This design comes from an exercise in tuning for small area on the open sky130 flow, not from production work.
In this exercise RTL edits were held to simulation tests only and were not proved equivalent to the original.
Power figures rest on the tool's default switching activity, not on a simulated workload.

==> flow/design.v (excerpt) <==
module Finale
	(	CLOCK_50,
		resetn,
		SW_colour,
		ps2_key_data,
		ps2_key_pressed,
		vga_x,
		vga_y,
		vga_colour,
		vga_plot,
		HEX0, HEX1, HEX2, HEX3, HEX4, HEX5
	);
	input			CLOCK_50;
	input			resetn;
	input	[2:0]	SW_colour;
	input	[7:0]	ps2_key_data;
	input			ps2_key_pressed;
	output	[7:0]	vga_x;
	output	[6:0]	vga_y;
	output	[2:0]	vga_colour;
	output			vga_plot;
	output [6:0]HEX0, HEX1, HEX2, HEX3, HEX4, HEX5;
	localparam [121:0] QINIT = 122'b11010010110001011000111101001010011101001000100011010010010101100010110110000001110011010110001001001110110001000101110011;
	localparam [4:0]
		S_START    = 5'd0,
		S_UNSTART  = 5'd1,
		S_PROGPOS  = 5'd2,
		S_PROGDRAW = 5'd3,
		S_CLEAR    = 5'd4,
		S_BOXPOS   = 5'd5,
		S_DRAW     = 5'd6,
		S_WAIT     = 5'd7,
		S_UNWAIT   = 5'd8,
		S_CHECK    = 5'd9,
		S_DONECHK  = 5'd10,
		S_GAMEOVER = 5'd11,
		S_TC1      = 5'd12,
		S_GREEN    = 5'd13,
		S_ANIM     = 5'd14,
		S_SEGPOS   = 5'd15,
		S_SEGDRAW  = 5'd16,
		S_STOP1    = 5'd17,
		S_KEYWAIT  = 5'd18,
		S_INCPOS   = 5'd19,
		S_TC2      = 5'd20,
		S_DRAWRED  = 5'd21,
		S_STOP     = 5'd22,
		S_RANDOM   = 5'd23,
		S_UNSTOP   = 5'd24,
		S_CLEARRED = 5'd25,
		S_SHIFT1   = 5'd26,
		S_SHIFT2   = 5'd27;
  ...
Size in the first run: ~1100 cells after synthesis, ~75 I/O pins, roughly 8400 um2 of cells after synthesis.
clock: 12.0 ns
lec_check: 0
abc_area: 1
cap_margin: 20
core_margin: 2
core_utilization: 40
cts_buf_list: sky130_fd_sc_hd__clkbuf_8
cts_cluster_diameter: 100
cts_cluster_size: 30
slew_margin: 20
standard.sh (not shown) runs the stock make flow with config.mk's settings and CLKGATE_MAP_FILE= SYNTH_SCRIPT=/design/flow/synth_recipe.tcl, a recipe that flattens the netlist after the stock synthesis.
==> flow/flow/run.sh <==
#!/bin/bash
# Layout flow: the standard synthesis, then an area-oriented re-mapping of the
# combinational logic (registers kept as they are, by name and cell), a check that the
# re-mapped netlist is equivalent to the standard one, then the standard layout.
set -euo pipefail
W=$(pwd)
R=$W/orfs/results/$FLOW_PLATFORM/Finale/base
LIB=$FLOW_HOME/platforms/$FLOW_PLATFORM/lib/sky130_fd_sc_hd__tt_025C_1v80.lib
YOSYS=$(command -v yosys || echo $FLOW_HOME/../tools/install/yosys/bin/yosys)

bash standard.sh synth > $W/flow_synth.log 2>&1

cp $R/1_2_yosys.v $W/std_netlist.v
sed -e "s#@LIB@#$LIB#g" -e "s#@IN@#$W/std_netlist.v#g" -e "s#@OUT@#$W/resyn_netlist.v#g" \
    -e "s#@SCRIPT@#$W/flow/resyn.abc#g" $W/flow/resyn.ys > $W/resyn.ys
sed -e "s#@LIB@#$LIB#g" -e "s#@GOLD@#$W/std_netlist.v#g" -e "s#@GATE@#$W/resyn_netlist.v#g" \
    $W/flow/equiv.ys > $W/equiv.ys
if $YOSYS -s $W/resyn.ys > $W/flow_resyn.log 2>&1 && $YOSYS -s $W/equiv.ys > $W/flow_equiv.log 2>&1; then
    cp $W/resyn_netlist.v $R/1_2_yosys.v
    echo "using the re-mapped netlist" > $W/flow_choice.log
else
    echo "re-mapping failed or not proven equivalent: using the standard netlist" > $W/flow_choice.log
fi
rm -f $R/1_synth.odb $R/1_synth.sdc
touch $R/1_2_yosys.v $R/1_2_yosys.sdc

# clock tree options (without dummy loads), read from flow/cts_args.txt
CTS_ARGS=$(cat $W/flow/cts_args.txt)
export CTS_ARGS
BUFFER_PORTS_ARGS="-buffer_cell sky130_fd_sc_hd__buf_1" bash standard.sh finish > $W/flow_layout.log 2>&1
==> flow/flow/cts_args.txt <==
-sink_clustering_enable -sink_clustering_levels 1 -sink_clustering_size 30 -sink_clustering_max_diameter 200 -repair_clock_nets -buf_list sky130_fd_sc_hd__clkbuf_8 -dont_use_dummy_load
==> flow/flow/resyn.abc <==
strash
&get -n
&st
&dch -f
&nf -R 1000
&put
mfs2 -W 6
strash
&get -n
&dch -f
&nf -R 1000
&put
mfs2 -W 6
strash
&get -n
&dch -f
&nf -R 1000
&put
Other scripts of this flow, unchanged in this note and not shown: flow/flow/equiv.ys, flow/flow/resyn.ys
Next try:
==> flow/flow/cts_args.txt (replaced) <==
-repair_clock_nets -buf_list sky130_fd_sc_hd__clkbuf_8 -dont_use_dummy_load
Outcome: Worst setup slack stays the same. Utilization stays the same. Clock skew stays the same. Clock power barely changes. Critical path depth does not change. Final area stays the same. Routed wire length does not change. Combinational power stays flat. Worst hold slack stays the same. Global-route usage does not change. Synthesized cell count is unchanged.
Next try:
==> flow/flow/cts_args.txt (replaced) <==
-sink_clustering_enable -repair_clock_nets -sink_clustering_size 16 -sink_clustering_max_diameter 60 -buf_list sky130_fd_sc_hd__clkbuf_8 -dont_use_dummy_load
==> flow/flow/resyn.abc (replaced) <==
strash
&get -n
&deepsyn -T 120
&put
strash
&get -n
&dch -f
&nf -R 1000
&put
mfs2 -W 6
strash
&get -n
&dch -f
&nf -R 1000
&put
- maximum frequency shrinks by 6.3%
- die area is lower by 1.4%
- critical path depth is higher by 1
- worst hold slack gets better by 0.0042 ns
- non-clock buffer count goes down by 4
- clock power is about the same
- core utilization drops by 0.46 points
- worst setup slack degrades by 0.51 ns
- wire length goes down by 9.7%
- cell area went down by 1.6%
Next try:
==> flow/flow/resyn.abc (replaced) <==
strash
&get -n
&st
&dch -f
&nf -R 1000
&put
mfs2 -W 6
strash
&get -n
&dch -f
&nf -R 1000
&put
mfs2 -W 6
strash
&get -n
&dch -f
&nf -R 1000
&put
CORE_UTILIZATION = 65   (was 40)
CTS_CLUSTER_DIAMETER = 60   (was 100)
CTS_CLUSTER_SIZE = 16   (was 30)
The new run finished clean.
Die area falls by 37%.
Cell count falls by 5.8%.
Power falls by 35%.
Core utilization rises by 28 points.
Routed wire length rises by 3.4%.

## re-timing with driven ports
How much do the figures lean on ideal ports? The routed layouts below were timed once more, with nothing changed but the port constraints.
Step 1 sets driving cells, clkbuf_16 on the clock port and buf_2 on the other inputs (assumed; they add their load-dependent delay and slew).
Step 2 moves the port delays by t, midway between the first and last clock arrival at a register: inputs arrive t later, outputs are due t later. That takes back most of the time a late clock gives input paths.
a / b / c = ideal / step 1 / step 2; a / b = the first two.
run	t, ns	slack for setup (ns)	worst hold slack (ns)	worst slew at a driven data input, ns
the first run	0.489	4.452 / 4.409 / 4.898	0.440 / 0.440 / 0.440	0.04
the second run	0.489	4.452 / 4.409 / 4.898	0.440 / 0.440 / 0.440	0.04
the third run	0.493	3.944 / 3.901 / 4.395	0.444 / 0.444 / 0.444	0.03
the fourth run	0.495	4.377 / 4.337 / 4.832	0.466 / 0.466 / 0.466	0.05
After both steps every run listed still meets setup and hold.
